What follows belongs to an exercise in optimizing a design on an open flow for small area; a production flow would make more cautious choices.
Function was checked by simulation only, so behaviour that the tests miss may differ from the original.
Power figures rest on the tool's default switching activity, not on a simulated workload.

File: design/flow/run.sh
#!/bin/bash
# synth_recipe.tcl (not shown) runs the flow's synth.tcl, then flattens the netlist and writes it again
# the make line also repeats each setting of config.mk as NAME=value (left out here)
make -C /OpenROAD-flow-scripts/flow DESIGN_CONFIG=/design/flow/config.mk WORK_HOME=/design/flow/orfs CLKGATE_MAP_FILE= SYNTH_SCRIPT=/design/flow/synth_recipe.tcl finish
File: design/flow/config.mk
export PLATFORM = sky130hd
export DESIGN_NAME = Game520
export DESIGN_NICKNAME = Game520
export VERILOG_FILES = /design/flow/design.v
export SDC_FILE = /design/flow/constraint.sdc
export NUM_CORES = 4
export LEC_CHECK = 0
export CAP_MARGIN = 20
export CORE_MARGIN = 2
export CORE_UTILIZATION = 40
export SLEW_MARGIN = 20
File: design/flow/constraint.sdc
create_clock -name core_clock -period 10.0 [get_ports {clk}]
set_input_delay 2.0000 -clock core_clock [delete_from_list [all_inputs] [get_ports {clk}]]
set_output_delay 2.0000 -clock core_clock [all_outputs]
set_load 0.01 [all_outputs]
File: design/flow/design.v
module debounce (clk, rst, key, key_pulse);
	input clk, rst;
	input key;				 
	output key_pulse;		 
	reg key_rst, key_rst_pre;
	reg key_sec, key_sec_pre;
	reg [7:0] cnt;
	wire key_edge = key_rst_pre & ~key_rst;
	assign key_pulse = key_sec_pre & ~key_sec;
	always @(posedge clk or negedge rst)
	if (!rst)
	begin
		key_rst <= 1'b1;
		key_sec <= 1'b1;
		cnt <= 8'd0;
	end
	else
	begin
		key_rst <= key;
		if (key_edge)
			cnt <= 8'd0;
		else
			cnt <= cnt + 8'd1;
		if (&cnt)
			key_sec <= key;
	end
	always @(posedge clk)
	begin
		key_rst_pre <= key_rst;
		key_sec_pre <= key_sec;
	end
endmodule
module Game520(clk, rst, row, r_col, g_col, led,
	btn1_i, btn2_i, btn3_i, ready_i, start_i, btn6_i, btn7_i, btn8_i,
	DIG, Y, lcd_en, lcd_rw, lcd_rs, lcd_data, speaker);
	input clk, rst;						 
	input btn1_i, btn2_i, btn3_i, btn6_i, btn7_i, btn8_i;		 
	input ready_i, start_i;				 
	output [7:0] row, r_col, g_col;	 
	output [7:0] led;						 
	output [7:0] DIG, Y;					 
	output       lcd_en ;				 
	output       lcd_rw ;				 
	output       lcd_rs ;				 
	output [7:0] lcd_data;				 
	output speaker;						 
	reg [1:0] t3;
	reg [4:0] t20;
	reg [9:0] t1k;
	always @(posedge clk or negedge rst)
	if (!rst)
	begin
		t3 <= 2'd0;
		t20 <= 5'd0;
		t1k <= 10'd0;
	end
	else
	begin
		t3 <= (t3 == 2'd2) ? 2'd0 : t3 + 2'd1;
		if (t20 == 5'd19)
		begin
			t20 <= 5'd0;
			t1k <= (t1k == 10'd999) ? 10'd0 : t1k + 10'd1;
		end
		else
			t20 <= t20 + 5'd1;
	end
	wire ce_1k = (t3 == 2'd2) && (t20[1:0] == 2'd1);		 
	wire ce_5m = ~t20[0];										 
	wire ce_4hz = (t1k == 10'd499) && (t20 == 5'd19);		 
	wire btn1, btn2, btn3, btn6, btn7, btn8, ready, start;
	debounce u2(clk, rst, btn1_i, btn1);
	debounce u3(clk, rst, btn2_i, btn2);
	debounce u4(clk, rst, btn3_i, btn3);
	debounce u5(clk, rst, btn6_i, btn6);
	debounce u6(clk, rst, btn7_i, btn7);
	debounce u7(clk, rst, btn8_i, btn8);
	debounce u8(clk, rst, ready_i, ready);
	debounce u9(clk, rst, start_i, start);
	reg [1:0] sa, sb;		 
	reg pover;				 
	reg btn;					 
	reg [1:0] ca, cb;		 
	reg show;
	wire a3 = &sa;
	wire b3 = &sb;
	wire notover = ~a3 & ~b3;
	assign led = {ca == 2'd1, ca == 2'd2, ca == 2'd3, ~btn, btn,
		cb == 2'd1, cb == 2'd2, cb == 2'd3};
	reg [3:0] key;
	always @*
	begin
		case (ca)
		2'd2: key = 4'd3;
		2'd3: key = 4'd6;
		default: key = 4'd0;
		endcase
		if (cb == 2'd0)
			key = 4'd0;
		else
			key = key + {2'b00, cb};
	end
	wire a_wins = (key == 4'd2) || (key == 4'd6) || (key == 4'd7);
	wire b_wins = (key == 4'd3) || (key == 4'd4) || (key == 4'd8);
	always @(posedge clk or negedge rst)
	if (!rst)
	begin
		sa <= 2'd0;
		sb <= 2'd0;
		pover <= 1'b0;
		btn <= 1'b0;
		ca <= 2'd0;
		cb <= 2'd0;
		show <= 1'b0;
	end
	else
	begin
		pover <= a3 | b3;
		if (start && !pover)
		begin
			if (a_wins)
				sa <= sa + 2'd1;
			if (b_wins)
				sb <= sb + 2'd1;
		end
		if (notover)
		begin
			if (ready)
				btn <= 1'b1;
			if (start)
				btn <= 1'b0;
		end
		if (ready)
		begin
			ca <= 2'd0;
			cb <= 2'd0;
		end
		if (btn)
		begin
			if (btn1)
				ca <= 2'd1;
			else if (btn2)
				ca <= 2'd2;
			else if (btn3)
				ca <= 2'd3;
			if (btn6)
				cb <= 2'd1;
			else if (btn7)
				cb <= 2'd2;
			else if (btn8)
				cb <= 2'd3;
		end
		if (!pover)
		begin
			if (ready)
				show <= 1'b0;
			if (start && !show)
				show <= 1'b1;
		end
	end
	reg [2:0] rp;			 
	reg [3:0] ph;
	reg [10:0] x;
	reg [7:0] red, green;
	assign row = ~(8'h01 << rp);
	assign r_col = red;
	assign g_col = green;
	function [63:0] pict;	 
		input [3:0] n;
		case (n)
		4'd0: pict = 64'h00_00_00_e7_e7_e7_e7_00;
		4'd1: pict = 64'h00_00_00_24_c3_c3_24_00;
		4'd2: pict = 64'h00_00_00_42_e7_e7_42_00;
		4'd3: pict = 64'h3c_3c_c3_c3_30_0c_c3_c3;	 
		4'd4: pict = 64'hff_18_18_18_18_18_18_ff;	 
		4'd5: pict = 64'h18_c3_c3_7e_7e_24_24_18;	 
		4'd6: pict = 64'h3f_e3_73_3b_1f_3f_c3_c3;	 
		4'd7: pict = 64'hff_18_18_18_18_18_18_ff;	 
		4'd8: pict = 64'h3c_3c_3c_c3_c3_c3_c3_3c;	 
		4'd9: pict = 64'h3c_3c_3c_c3_c3_c3_c3_3c;	 
		4'd10: pict = 64'h81_18_18_3c_24_66_42_c3;	 
		4'd11: pict = 64'hff_ff_ff_03_3f_3f_03_ff;	 
		4'd12: pict = 64'h3f_e3_73_3b_1f_3f_c3_c3;	 
		default: pict = 64'h0;
		endcase
	endfunction
	function [15:0] res;
		input [3:0] k;
		input mid;
		case (k)
		4'd1: res = mid ? 16'h00e7 : 16'h00e7;
		4'd2: res = mid ? 16'h03e0 : 16'h04e0;
		4'd3: res = mid ? 16'he007 : 16'he002;
		4'd4: res = mid ? 16'hc007 : 16'h2007;
		4'd5: res = mid ? 16'h00c3 : 16'h0024;
		4'd6: res = mid ? 16'h07c0 : 16'h0220;
		4'd7: res = mid ? 16'h07e0 : 16'h0740;
		4'd8: res = mid ? 16'he003 : 16'h4004;
		4'd9: res = mid ? 16'h00e7 : 16'h0042;
		default: res = 16'h0000;
		endcase
	endfunction
	wire [63:0] pic_bits = pict(ph);
	wire [7:0] prow = pic_bits[{rp, 3'b000} +: 8];
	wire rows14 = (rp == 3'd1) || (rp == 3'd4);
	wire rows23 = (rp == 3'd2) || (rp == 3'd3);
	wire [15:0] rrow = (rows14 | rows23) ? res(key, rows23) : 16'h0000;
	always @(posedge clk or negedge rst)
	if (!rst)
	begin
		rp <= 3'd0;
		ph <= 4'd0;
		x <= 11'd0;
		red <= 8'h00;
		green <= 8'h00;
	end
	else if (ce_1k)
	begin
		rp <= rp + 3'd1;
		if (ph == 4'd8)
		begin
			if (!show)
			begin
				red <= 8'h00;
				green <= 8'h00;
				x <= 11'd1;
			end
			else if (|x)
			begin
				red <= rrow[15:8];
				green <= rrow[7:0];
				x <= x + 11'd1;
			end
			else if (notover)
				x <= 11'd1;
			else if (pover)
			begin
				red <= prow;
				green <= prow;
				x <= 11'd1;
				ph <= 4'd9;
			end
		end
		else if (ph == 4'd13)
		begin
			red <= a3 ? 8'h0f : 8'hf0;
			green <= a3 ? 8'hf0 : 8'h0f;
		end
		else
		begin
			red <= prow;
			green <= prow;
			if (x == 11'd500)
			begin
				x <= {10'd0, ph == 4'd7};
				ph <= ph + 4'd1;
			end
			else
				x <= x + 11'd1;
		end
	end
	reg seg_on;
	reg [1:0] sc;
	always @(posedge clk or negedge rst)
	if (!rst)
		seg_on <= 1'b0;
	else if (ce_1k)
		seg_on <= 1'b1;
	always @(posedge clk)
	if (ce_1k)
		sc <= rp[0] ? sb : sa;
	reg [7:0] yseg;
	always @*
		case (sc)
		2'd0: yseg = 8'h3f;
		2'd1: yseg = 8'h06;
		2'd2: yseg = 8'h5b;
		default: yseg = 8'h4f;
		endcase
	assign DIG = seg_on ? (rp[0] ? 8'hef : 8'hdf) : 8'hff;
	assign Y = seg_on ? yseg : 8'hff;
	reg [5:0] cs;
	reg [1:0] dig;			 
	wire lcd_idle = (cs == 6'd0);
	wire lcd_go = ~lcd_idle | (t1k == 10'd100);		 
	wire lcd_write = lcd_go & (t20 == 5'd18);
	assign lcd_en = ~(lcd_go & (t20 >= 5'd9) & (t20 <= 5'd18));
	assign lcd_rw = 1'b0;
	assign lcd_rs = cs[5];
	always @(posedge clk or negedge rst)
	if (!rst)
		cs <= 6'd0;
	else if (lcd_write)
	begin
		if (cs[5])
		begin
			if (&cs[3:0])
				cs <= {5'b00011, ~cs[4]};
			else
				cs <= cs + 6'd1;
		end
		else if (cs == 6'd6)
			cs <= 6'd32;
		else if (cs == 6'd7)
			cs <= 6'd48;
		else
			cs <= cs + 6'd1;
	end
	always @(posedge clk)
	if ((t20 == 5'd17) && cs[5] && (cs[3:0] == 4'd10))
		dig <= cs[4] ? sb : sa;
	reg [7:0] lcd_d;
	always @*
		if (cs[5])
			case (cs[3:0])
			4'd0: lcd_d = 8'h50;		 
			4'd1: lcd_d = 8'h6c;		 
			4'd2: lcd_d = 8'h61;		 
			4'd3: lcd_d = 8'h79;		 
			4'd4: lcd_d = 8'h65;		 
			4'd5: lcd_d = 8'h72;		 
			4'd7: lcd_d = cs[4] ? 8'h42 : 8'h41;	 
			4'd9: lcd_d = 8'h3a;		 
			4'd11: lcd_d = {6'b001100, dig};
			default: lcd_d = 8'h20;
			endcase
		else
			case (cs[2:0])
			3'd1: lcd_d = 8'h38;
			3'd2: lcd_d = 8'h08;
			3'd3: lcd_d = 8'h01;
			3'd4: lcd_d = 8'h06;
			3'd5: lcd_d = 8'h0c;
			3'd6: lcd_d = 8'h80;
			3'd7: lcd_d = 8'hc0;
			default: lcd_d = 8'h00;
			endcase
	assign lcd_data = lcd_d;
	reg [5:0] len;
	reg beat1;				 
	reg [13:0] tc;			 
	reg aud;
	assign speaker = aud;
	reg [3:0] note;
	always @*
		case (len)
		6'd0: note = 4'd6;
		6'd1: note = 4'd0;
		6'd2: note = 4'd10;
		6'd3: note = 4'd6;
		6'd4: note = 4'd5;
		6'd5: note = 4'd6;
		6'd6: note = 4'd6;
		6'd7: note = 4'd9;
		6'd8: note = 4'd9;
		6'd9: note = 4'd10;
		6'd10: note = 4'd9;
		6'd11: note = 4'd5;
		6'd12: note = 4'd3;
		6'd13: note = 4'd5;
		6'd14: note = 4'd5;
		6'd15: note = 4'd5;
		6'd16: note = 4'd5;
		6'd17: note = 4'd3;
		6'd18: note = 4'd5;
		6'd19: note = 4'd5;
		6'd20: note = 4'd3;
		6'd21: note = 4'd5;
		6'd22: note = 4'd5;
		6'd23: note = 4'd5;
		6'd24: note = 4'd5;
		6'd25: note = 4'd9;
		6'd26: note = 4'd8;
		6'd27: note = 4'd8;
		6'd28: note = 4'd7;
		6'd29: note = 4'd8;
		6'd30: note = 4'd8;
		6'd31: note = 4'd8;
		6'd32: note = 4'd8;
		6'd33: note = 4'd9;
		6'd34: note = 4'd10;
		6'd35: note = 4'd6;
		6'd36: note = 4'd5;
		6'd37: note = 4'd6;
		6'd38: note = 4'd6;
		6'd39: note = 4'd6;
		6'd40: note = 4'd9;
		6'd41: note = 4'd10;
		6'd42: note = 4'd9;
		6'd43: note = 4'd5;
		6'd44: note = 4'd3;
		6'd45: note = 4'd8;
		6'd46: note = 4'd5;
		6'd47: note = 4'd5;
		6'd48: note = 4'd5;
		6'd49: note = 4'd5;
		6'd50: note = 4'd3;
		6'd51: note = 4'd5;
		6'd52: note = 4'd5;
		6'd53: note = 4'd3;
		6'd54: note = 4'd5;
		6'd55: note = 4'd5;
		6'd56: note = 4'd5;
		6'd57: note = 4'd9;
		6'd58: note = 4'd8;
		6'd59: note = 4'd8;
		6'd60: note = 4'd6;
		6'd61: note = 4'd6;
		6'd62: note = 4'd6;
		6'd63: note = 4'd6;
		default: note = 4'd0;
		endcase
	reg [13:0] org;
	always @*
		case (note)
		4'd3: org = 14'd1972;
		4'd5: org = 14'd3180;
		4'd6: org = 14'd3875;
		4'd7: org = 14'd4495;
		4'd8: org = 14'd4779;
		4'd9: org = 14'd5300;
		default: org = 14'd5765;
		endcase
	wire rest = (len == 6'd1) || ((len == 6'd0) && !beat1);
	always @(posedge clk or negedge rst)
	if (!rst)
	begin
		len <= 6'd0;
		beat1 <= 1'b0;
		tc <= 14'd0;
		aud <= 1'b0;
	end
	else
	begin
		if (ce_4hz)
		begin
			len <= len + 6'd1;
			beat1 <= 1'b1;
		end
		if (ce_5m)
		begin
			if (rest)
				aud <= 1'b0;
			else if (tc == 14'd9556)
			begin
				tc <= org;
				aud <= ~aud;
			end
			else
				tc <= tc + 14'd1;
		end
	end
endmodule
==> flow_summary.toml <==
[timing]
finalSetupViolCount = 0
fin_ws_ns = 5.35
finalClockSkew_ns = 0.0146
setup-tns-final_ns = 0
max_freq_mhz = 215
holdWs_ns = 0.407
timing.final.max_slew_violations = 0
rsz0062_at_grt = "no"
post-route-period-util_pct = 46.5
tightest_slew_ns = 0.935
finalCriticalPeriod_ns = 4.65
slew_headroom_pct = 37.2
hold_viol = 0

[yosys]
yosysWarnings = 2
synthCells = 1317
syn_avg_cell_area_um2 = 8.72
ys_async_sr_fraction_pct = 89.5
seq_area_frac_synth_pct = 41.3
synth_area_leaders = "dfrtp_1, ha_1, o21ai_0"
synth_largest_area_cell = "dfrtp_1"
synth-edff-count = 4
synth_seq_cells = 191
synth_top_flop_cell = "dfrtp_1"
ys_types = 86
syn-cell-area_um2 = 11500
netlist.area_leader.share_pct = 33.8

[die]
fp-row-count = 62
die_w_um = 173
coreArea_um2 = 28500
start_util_pct = 40.3
die-area_um2 = 30100
top_level_ports = 70
chipHeight_um = 173

[clock_network]
clk_latency_ns = 0.44
htree_num_levels = 4
cts.sinks = 191
cts_root_buf = "clkbuf_16"
post_cts_resized = 0
cts_tree = "built"
cts_setup_buffers = 0
ctsHoldBuffers = 0
numCtsBuffers = 17
clockBufferDepth = 2
clk_pin_slew_worst_paths_ns = 0.09

[min_path]
hold_class = "flip-flop to flip-flop"
holdPathStages = 0

[routing]
ant_nets = 0
drc = 0
drtPass1Iterations = 5
first_iter_violations = 729
wl_per_cell_um = 15.8
vias_per_cell = 5.58
num_vias = 9649
totalWireLength_mm = 27.4

[worst_setup_path]
reg2reg_depth = 9
slowest_delay_ns = 0.79
cp.required_ns = 8.00
crit_arrival_ns = 2.65
end_kind = "primary output"
path_class = "flip-flop to primary output"
crit_fanout = 22
cp_slowest_cell = "dfrtp_1"
cp_cell_sequence = "clkinv_1, ha_1, inv_1, clkdlybuf4s50_1"
start_kind = "flip-flop"

[place]
numPortBuffers = 61
dpl.hpwl_mm = 19.3
dpl_worst_slack_ns = 5.87
globalplace.congestion = 0.911

[power]
power.total_mw = 2.16
irDropWorstVdd_mv = 0.100
p_leak_nw = 5.15
power.density_nw_per_um2 = 167

[global_route]
track_usage_pct = 18.3
grt_pass1_vias = 8818
grt_max_degree = 64
grt_first_pass_wirelength_mm = 45.7
grt_remaining_overflow = 0
antenna_found_initial = 0

[status]
status = "timing/DRC/antenna clean"

[flow_run]
cap_viol_max_count = 0

[layout]
layout_common_cells = "dfrtp_1, nor2_1, o21ai_0, nand2_1, nand3_1"
layout_commonest_cell = "dfrtp_1"
drive_gt1_share_pct = 7.73
antenna_cells = 0
nets = 1394
syn2layout_area_growth_pct = 12.7
[cell families after synthesis]
| logic type | share of synthesized area (%) |
|---|---|
| compound gates | 18.5 |
| fa+ha+maj | 5.62 |
| mux | 2.54 |
| flops | 41.3 |
| buf+inv | 4.79 |
| other cells | 0.0654 |
| simple gates | 22.8 |
| xor+xnor | 4.42 |
[report_power, final]
group	switching (mW)	internal, mW	total (mW)	leakage [nW]
registers	0.0836	0.850	0.934	2.35
logic	0.287	0.204	0.490	2.49
clock network	0.363	0.373	0.736	0.315
total	0.734	1.43	2.16	5.15
[flip-flops by register name, summed over array words and instances, names as in the netlist, 4 cells and up]
register / cells
u9.cnt: 8
t1k: 10
cs: 6
u7.cnt: 8
u3.cnt: 8
ph: 4
u6.cnt: 8
red: 8
u5.cnt: 8
t20: 5
u2.cnt: 8
u4.cnt: 8
tc: 14
len: 6
green: 8
u8.cnt: 8
x: 11
[cell type report]
cell class | instances | area (um^2)
Timing Repair Buffer | 69 | 672
Sequential cell | 191 | 4740
Fill cell | 2807 | 15500
Multi-Input combinational cell | 1006 | 6220
Clock buffer | 17 | 425
Clock inverter | 15 | 234
Inverter | 48 | 180
Tap cell | 384 | 480
[metrics by stage]
step / cells / cell area (um^2) / util, %
floorplan: 1323 / 11500 / -
global placement: 1698 / 12300 / 43.2
detailed placement: 1698 / 12300 / 43.2
CTS: 1730 / 12900 / 45.5
global route: 1730 / 12900 / 45.5
finish: 1730 / 12900 / 45.5
[critical path: cells and delay by family, from the launching register on]
kind,cells,cell delay (ns)
fa+ha+maj,1,0.34
buf+inv,3,1.08
flops,1,0.79
[final timing paths]
path / slack, ns / start / endpoint
worst max-delay path: 5.35 / rp[2] / row[3]
min in group asynchronous: 1.55 / rst / cs[3]
worst min-delay path: 0.41 / u5.key_rst / u5.key_rst_pre
worst max register to register: 6.59 / rp[1] / red[2]
worst min register to register: 0.41 / u5.key_rst / u5.key_rst_pre
max in group asynchronous: 6.64 / rst / u9.cnt[7]
[cell usage after synthesis (27+ instances only)]
cell / n
a21oi_1: 71
clkbuf_1: 44
dfrtp_1: 155
ha_1: 50
inv_1: 41
nand2_1: 111
nand3_1: 77
nor2_1: 148
nor2b_1: 39
o21ai_0: 113
xnor2_1: 31
xor2_1: 27
[routing by layer]
metal | GRT usage (%) | vias to the layer above | share of wire (%)
li1 | - | 4720 | -
met1 | 26.4 | 4612 | 48
met2 | 27.8 | 278 | 45
met3 | 2.96 | 39 | 4.9
met4 | 6.25 | 0 | 2.1
met5 | 0 | - | 0

separate check: timing with driven ports:
The flow's constraints put no driver on any port. The routed layout listed below was extracted and timed again, unchanged, in two steps. Step 1, drivers: a clkbuf_16 drives clk and a buf_2 each remaining input, both assumed. Step 2 also shifts input and output timing later by t, the mid clock arrival at the registers, as if the neighbouring blocks saw the same clock. Slacks: ideal / step 1 / step 2; pairs: ideal / step 1.
shift t [ns]: 0.485
setup slack, ns: 5.346 / 5.295 / 5.780
worst register clock-pin slew, ns: 0.09 / 0.09
After both steps setup and hold are still met in this run. For this run, drivers alone change the setup slack by -0.051 ns; drivers and shift together by +0.434 ns.
